Background: an optimization exercise with open tools, aiming at small area. Do not read the settings as production practice.
The RTL was checked by simulation tests, not by an equivalence proof against the original design.
The flow treats the clock pin as an ideal source. Dropping or thinning the clock tree relies on that and would not hold on a real chip.

==> exp/cedar <==
// watch_top
module watch_top(
    clk,
    reset,
	i_run_en,
	i_freq,
    o_sec,
    o_min,
    o_hour
    );
Settings: LEC_CHECK=0, CAP_MARGIN=20, CORE_MARGIN=2, CORE_UTILIZATION=40, SLEW_MARGIN=20; clock period 10.0 ns.
standard.sh (not shown) runs the stock make flow with config.mk's settings and CLKGATE_MAP_FILE= SYNTH_SCRIPT=/design/flow/synth_recipe.tcl, a recipe that flattens the netlist after the stock synthesis.
==> flow/flow/run.sh <==
#!/bin/bash
# Standard synthesis; then the tick divider re-written as hand-mapped cells
# (proved equivalent to the standard netlist, else an abc area re-mapping is
# used); then the standard layout with small port buffers and a one-level
# clock tree (flow/cts_post.tcl replaces the tree that CTS builds).
set -euo pipefail
W=$PWD
RES=$W/orfs/results/$FLOW_PLATFORM/watch_top/base
LIB=$FLOW_HOME/platforms/$FLOW_PLATFORM/lib/sky130_fd_sc_hd__tt_025C_1v80.lib
sub() { sed -e "s#@LIB@#$LIB#g" -e "s#@TOP@#$FLOW_TOP#g" -e "s#@ABC@#$W/flow/area.abc#g" "$@"; }

# 1. the standard synthesis, unchanged
bash standard.sh $RES/1_2_yosys.v > $W/synth.log 2>&1
cp $RES/1_2_yosys.v $W/1_2_yosys_std.v

# 2. hand-mapped divider, checked against the standard netlist
ok=0
if python3 $W/flow/handmap.py $W/1_2_yosys_std.v $W/hand.v > $W/handmap.log 2>&1; then
  sub -e "s#@IN@#$W/hand.v#" -e "s#@STAT@#$W/hand_stat.txt#" -e "s#@OUT@#$W/hand_mapped.v#" \
    $W/flow/map.ys.in > $W/map.ys
  sub -e "s#@GOLD@#$W/1_2_yosys_std.v#" -e "s#@GATE@#$W/hand_mapped.v#" $W/flow/eq.ys.in > $W/eq.ys
  if yosys -s $W/map.ys > $W/map.log 2>&1 && yosys -s $W/eq.ys > $W/eq.log 2>&1; then
    ok=1
  fi
fi
if [ $ok = 1 ]; then
  echo "using the hand-mapped netlist" > $W/netlist_choice.txt
  cp $W/hand_mapped.v $RES/1_2_yosys.v
else
  echo "using the abc re-mapped netlist" > $W/netlist_choice.txt
  seq=$(grep -o 'sky130_fd_sc_hd__[a-z0-9]*_[0-9]*' $W/1_2_yosys_std.v | sort -u | grep -E '__(df|edf|sdf|dl)' || true)
  bb=""; for c in $seq; do bb="$bb blackbox $c;"; done
  sub -e "s#@BLACKBOX@#$bb#" -e "s#@IN@#$W/1_2_yosys_std.v#" -e "s#@STAT@#$W/resyn_stat.txt#" \
    -e "s#@OUT@#$RES/1_2_yosys.v#" $W/flow/resyn.ys.in > $W/resyn.ys
  yosys -s $W/resyn.ys > $W/resyn.log 2>&1
fi

# 3. the standard layout from the new netlist
bash standard.sh finish \
  BUFFER_PORTS_ARGS="-buffer_cell sky130_fd_sc_hd__buf_1" \
  CTS_ARGS="-sink_clustering_enable -repair_clock_nets -dont_use_dummy_load -buf_list sky130_fd_sc_hd__clkbuf_8 -root_buf sky130_fd_sc_hd__clkbuf_8" \
  POST_CTS_TCL=$W/flow/cts_post.tcl \
  > $W/layout.log 2>&1
==> flow/flow/cts_post.tcl <==
# Replace the clock tree that CTS built with one level of clock buffers:
# the flip-flops are split into cts_k groups along the longer side of their
# bounding box, and each group gets one buffer at its centre. The clock port
# then drives only these buffers.
set cts_k 3
set cts_cell sky130_fd_sc_hd__clkbuf_8
set old {}
foreach b [get_cells -quiet clkbuf_*] { lappend old [get_full_name $b] }
puts "cts_post: removing [llength $old] CTS buffers: $old"
set ninst_before [llength [[ord::get_db_block] getInsts]]
if { [llength $old] > 0 } { remove_buffers {*}$old }
if { [llength [[ord::get_db_block] getInsts]] != $ninst_before - [llength $old] } {
  error "cts_post: removing the CTS buffers removed other cells too"
}
set dbu [[ord::get_db_tech] getDbUnitsPerMicron]
set pts {}
foreach i [[ord::get_db_block] getInsts] {
  set net [$i findITerm CLK]
  if { $net == "NULL" } { continue }
  if { ![string match "sky130_fd_sc_hd__df*" [[$i getMaster] getName]] } { continue }
  set bb [$i getBBox]
  lappend pts [list [$i getName] [expr {([$bb xMin] + [$bb xMax]) / 2.0 / $dbu}] \
    [expr {([$bb yMin] + [$bb yMax]) / 2.0 / $dbu}]]
}
set xs [lsort -real [lmap p $pts {lindex $p 1}]]
set ys [lsort -real [lmap p $pts {lindex $p 2}]]
set ax [expr {([lindex $xs end] - [lindex $xs 0]) >= ([lindex $ys end] - [lindex $ys 0]) ? 1 : 2}]
set pts [lsort -real -index $ax $pts]
set n [llength $pts]
for {set g 0} {$g < $cts_k} {incr g} {
  set lo [expr {$g * $n / $cts_k}]
  set hi [expr {($g + 1) * $n / $cts_k - 1}]
  set pins {}; set sx 0; set sy 0
  foreach p [lrange $pts $lo $hi] {
    lappend pins [get_pins -of_objects [get_cells [lindex $p 0]] -filter "name == CLK"]
    set sx [expr {$sx + [lindex $p 1]}]
    set sy [expr {$sy + [lindex $p 2]}]
  }
  set m [expr {$hi - $lo + 1}]
  insert_buffer -buffer_cell $cts_cell -net clk -load_pins $pins \
    -buffer_name clkbuf_leaf_$g -net_name clknet_leaf_$g \
    -location [list [expr {$sx / $m}] [expr {$sy / $m}]]

}
foreach g [get_nets clknet_leaf_*] {
  [[ord::get_db_block] findNet [get_full_name $g]] setSigType CLOCK
}
detailed_placement
estimate_parasitics -placement
set worst 0
foreach p [get_pins -of_objects [get_cells -filter "ref_name =~ sky130_fd_sc_hd__df*"] -filter "name == CLK"] {
  set s [get_property $p slew_max]
  if { $s > $worst } { set worst $s }
}
puts "cts_post: [llength [get_pins -of_objects [get_nets clk]]] pins on clk, worst flip-flop clock slew $worst"
report_checks -path_delay min -digits 3 -format end
report_checks -path_delay max -digits 3 -format end
Other scripts of this flow, unchanged in this note and not shown: flow/flow/area.abc, flow/flow/eq.ys.in, flow/flow/handmap.py, flow/flow/map.ys.in, flow/flow/resyn.ys.in
==> exp/onyx: changes against exp/cedar <==
--- a/flow/flow/run.sh
+++ b/flow/flow/run.sh
@@ -3,4 +3,3 @@
 # (proved equivalent to the standard netlist, else an abc area re-mapping is
-# used); then the standard layout with small port buffers and a one-level
-# clock tree (flow/cts_post.tcl replaces the tree that CTS builds).
+# used); then the standard layout with small port buffers and clock tree.
 set -euo pipefail
@@ -40,4 +39,3 @@
   BUFFER_PORTS_ARGS="-buffer_cell sky130_fd_sc_hd__buf_1" \
-  CTS_ARGS="-sink_clustering_enable -repair_clock_nets -dont_use_dummy_load -buf_list sky130_fd_sc_hd__clkbuf_8 -root_buf sky130_fd_sc_hd__clkbuf_8" \
-  POST_CTS_TCL=$W/flow/cts_post.tcl \
+  CTS_ARGS="-sink_clustering_enable -repair_clock_nets -dont_use_dummy_load -buf_list sky130_fd_sc_hd__clkbuf_4 -root_buf sky130_fd_sc_hd__clkbuf_8" \
   > $W/layout.log 2>&1
CORE_UTILIZATION = 65   (was 40)
removed: flow/flow/cts_post.tcl
==> exp/raven: changes against exp/cedar <==
==> flow/flow/cts_post.tcl (replaced) <==
# Replace the clock tree that CTS built with one level of clock buffers.
# The flip-flops are split into K strips of equal count along x or y, each
# strip gets one clock buffer at its centre, and the clock port drives
# only these buffers. The options are tried from the smallest total buffer
# area up; the first whose worst flip-flop clock slew (placement estimate)
# is under cts_slew_limit is kept.
set cts_options {
  {2 sky130_fd_sc_hd__clkbuf_8 1}
  {2 sky130_fd_sc_hd__clkbuf_8 2}
  {4 sky130_fd_sc_hd__clkbuf_4 1}
  {4 sky130_fd_sc_hd__clkbuf_4 2}
  {3 sky130_fd_sc_hd__clkbuf_8 1}
  {3 sky130_fd_sc_hd__clkbuf_8 2}
  {4 sky130_fd_sc_hd__clkbuf_8 1}
}
set cts_slew_limit 0.118
set block [ord::get_db_block]

set old {}
foreach b [get_cells -quiet clkbuf_*] { lappend old [get_full_name $b] }
puts "cts_post: removing [llength $old] CTS buffers: $old"
set ninst_before [llength [$block getInsts]]
if { [llength $old] > 0 } { remove_buffers {*}$old }
if { [llength [$block getInsts]] != $ninst_before - [llength $old] } {
  error "cts_post: removing the CTS buffers removed other cells too"
}

set dbu [[ord::get_db_tech] getDbUnitsPerMicron]
set pts {}
foreach i [$block getInsts] {
  if { ![string match "sky130_fd_sc_hd__df*" [[$i getMaster] getName]] } { continue }
  set bb [$i getBBox]
  lappend pts [list [$i getName] [expr {([$bb xMin] + [$bb xMax]) / 2.0 / $dbu}] \
    [expr {([$bb yMin] + [$bb yMax]) / 2.0 / $dbu}]]
}
set n [llength $pts]

# split the flip-flops into k strips of equal count along axis ax (1 x, 2 y)
proc cts_groups { pts k ax } {
  set s [lsort -real -index $ax $pts]
  set n [llength $s]
  set out {}
  for {set g 0} {$g < $k} {incr g} {
    set grp [lrange $s [expr {$g * $n / $k}] [expr {($g + 1) * $n / $k - 1}]]
    set c [list [expr {[tcl::mathop::+ {*}[lmap p $grp {lindex $p 1}]] / [llength $grp]}] \
      [expr {[tcl::mathop::+ {*}[lmap p $grp {lindex $p 2}]] / [llength $grp]}]]
    lappend out [list $c $grp]
  }
  return $out
}

proc cts_worst_slew { } {
  set worst 0
  foreach p [get_pins -of_objects [get_cells -filter "ref_name =~ sky130_fd_sc_hd__df*"] -filter "name == CLK"] {
    set s [get_property $p slew_max]
    if { $s > $worst } { set worst $s }
  }
  return $worst
}

set done 0
foreach opt $cts_options {
  lassign $opt k cell ax
  set groups [cts_groups $pts $k $ax]
  if { [llength $groups] != $k } { continue }
  set g 0
  foreach grp $groups {
    lassign $grp c members
    set pins [lmap p $members {get_pins -of_objects [get_cells [lindex $p 0]] -filter "name == CLK"}]
    insert_buffer -buffer_cell $cell -net clk -load_pins $pins \
      -buffer_name clkbuf_leaf_$g -net_name clknet_leaf_$g -location $c
    incr g
  }
  foreach nt [get_nets clknet_leaf_*] {
    [$block findNet [get_full_name $nt]] setSigType CLOCK
  }
  detailed_placement
  estimate_parasitics -placement
  set w [cts_worst_slew]
  puts "cts_post: $k x $cell along axis $ax: worst flip-flop clock slew $w"
  if { $w < $cts_slew_limit || $opt eq [lindex $cts_options end] } {
    set done 1
    break
  }
  remove_buffers {*}[lmap b [get_cells clkbuf_leaf_*] {get_full_name $b}]
}
puts "cts_post: [llength [get_pins -of_objects [get_nets clk]]] pins on clk"
report_checks -path_delay min -digits 3 -format end
report_checks -path_delay max -digits 3 -format end
PLACE_DENSITY = 0.85   (was default)
==> exp/nickel: changes against exp/cedar <==
--- a/flow/flow/cts_post.tcl
+++ b/flow/flow/cts_post.tcl
@@ -1,3 +1,3 @@
 # Replace the clock tree that CTS built with one level of clock buffers:
-# the flip-flops are split into cts_k groups along the longer side of their
+# the flip-flops are split into CTS_K groups along the longer side of their
 # bounding box, and each group gets one buffer at its centre. The clock port
@@ -9,7 +9,3 @@
 puts "cts_post: removing [llength $old] CTS buffers: $old"
-set ninst_before [llength [[ord::get_db_block] getInsts]]
-if { [llength $old] > 0 } { remove_buffers {*}$old }
-if { [llength [[ord::get_db_block] getInsts]] != $ninst_before - [llength $old] } {
-  error "cts_post: removing the CTS buffers removed other cells too"
-}
+if { [llength $old] > 0 } { remove_buffers $old }
 set dbu [[ord::get_db_tech] getDbUnitsPerMicron]
==> comparison <==
In flip-flop and latch count, exp/raven and exp/nickel do not differ. In sequential share of layout area, exp/onyx and exp/cedar hardly differ. Wire length, lowest first: exp/onyx, exp/nickel, exp/cedar, exp/raven. The lowest core utilization belongs to exp/nickel, the highest to exp/onyx. Worst hold slack: exp/onyx < exp/cedar < exp/nickel < exp/raven. In synthesized cell count, exp/nickel and exp/onyx do not differ. In area after synthesis, exp/raven and exp/cedar do not differ. Of exp/nickel and exp/cedar, exp/cedar has the higher critical path depth (gap 1). Die area: exp/onyx is smaller than exp/nickel (about 37%). The lowest via count belongs to exp/nickel, the highest to exp/raven. In cell count, exp/raven and exp/cedar do not differ.

-- static timing again, ports no longer ideal --
The flow's constraints put no driver on any port. The routed layouts listed below were extracted and timed again, unchanged, in two steps. Step 1: set_driving_cell puts a clkbuf_16 on clk and a buf_2 on each other input, an assumption about the parent block. Step 2 moves the port delays by t, midway between the first and last clock arrival at a register: inputs arrive t later, outputs are due t later. That takes back most of the time a late clock gives input paths. Slacks: ideal ports / drivers / drivers and shift; pairs: ideal ports / drivers.
run	t (ns)	setup WS [ns]	worst setup path at the end	latest minus earliest clock arrival (ns)	slew at the worst register clock pin (ns)
exp/cedar	0.197	3.475 / 3.491 / 3.295	input to register	0.007 / 0.007	0.10 / 0.10
exp/onyx	0.321	3.521 / 3.522 / 3.202	input to register	0.020 / 0.021	0.09 / 0.09
exp/raven	0.197	3.313 / 3.333 / 3.136	input to register	0.008 / 0.008	0.10 / 0.10
exp/nickel	0.197	3.611 / 3.595 / 3.398	input to register	0.008 / 0.007	0.10 / 0.10
After both steps every run listed still meets setup and hold. For exp/onyx, which loses most, drivers alone change the setup slack by +0.001 ns; drivers and shift together by -0.319 ns.
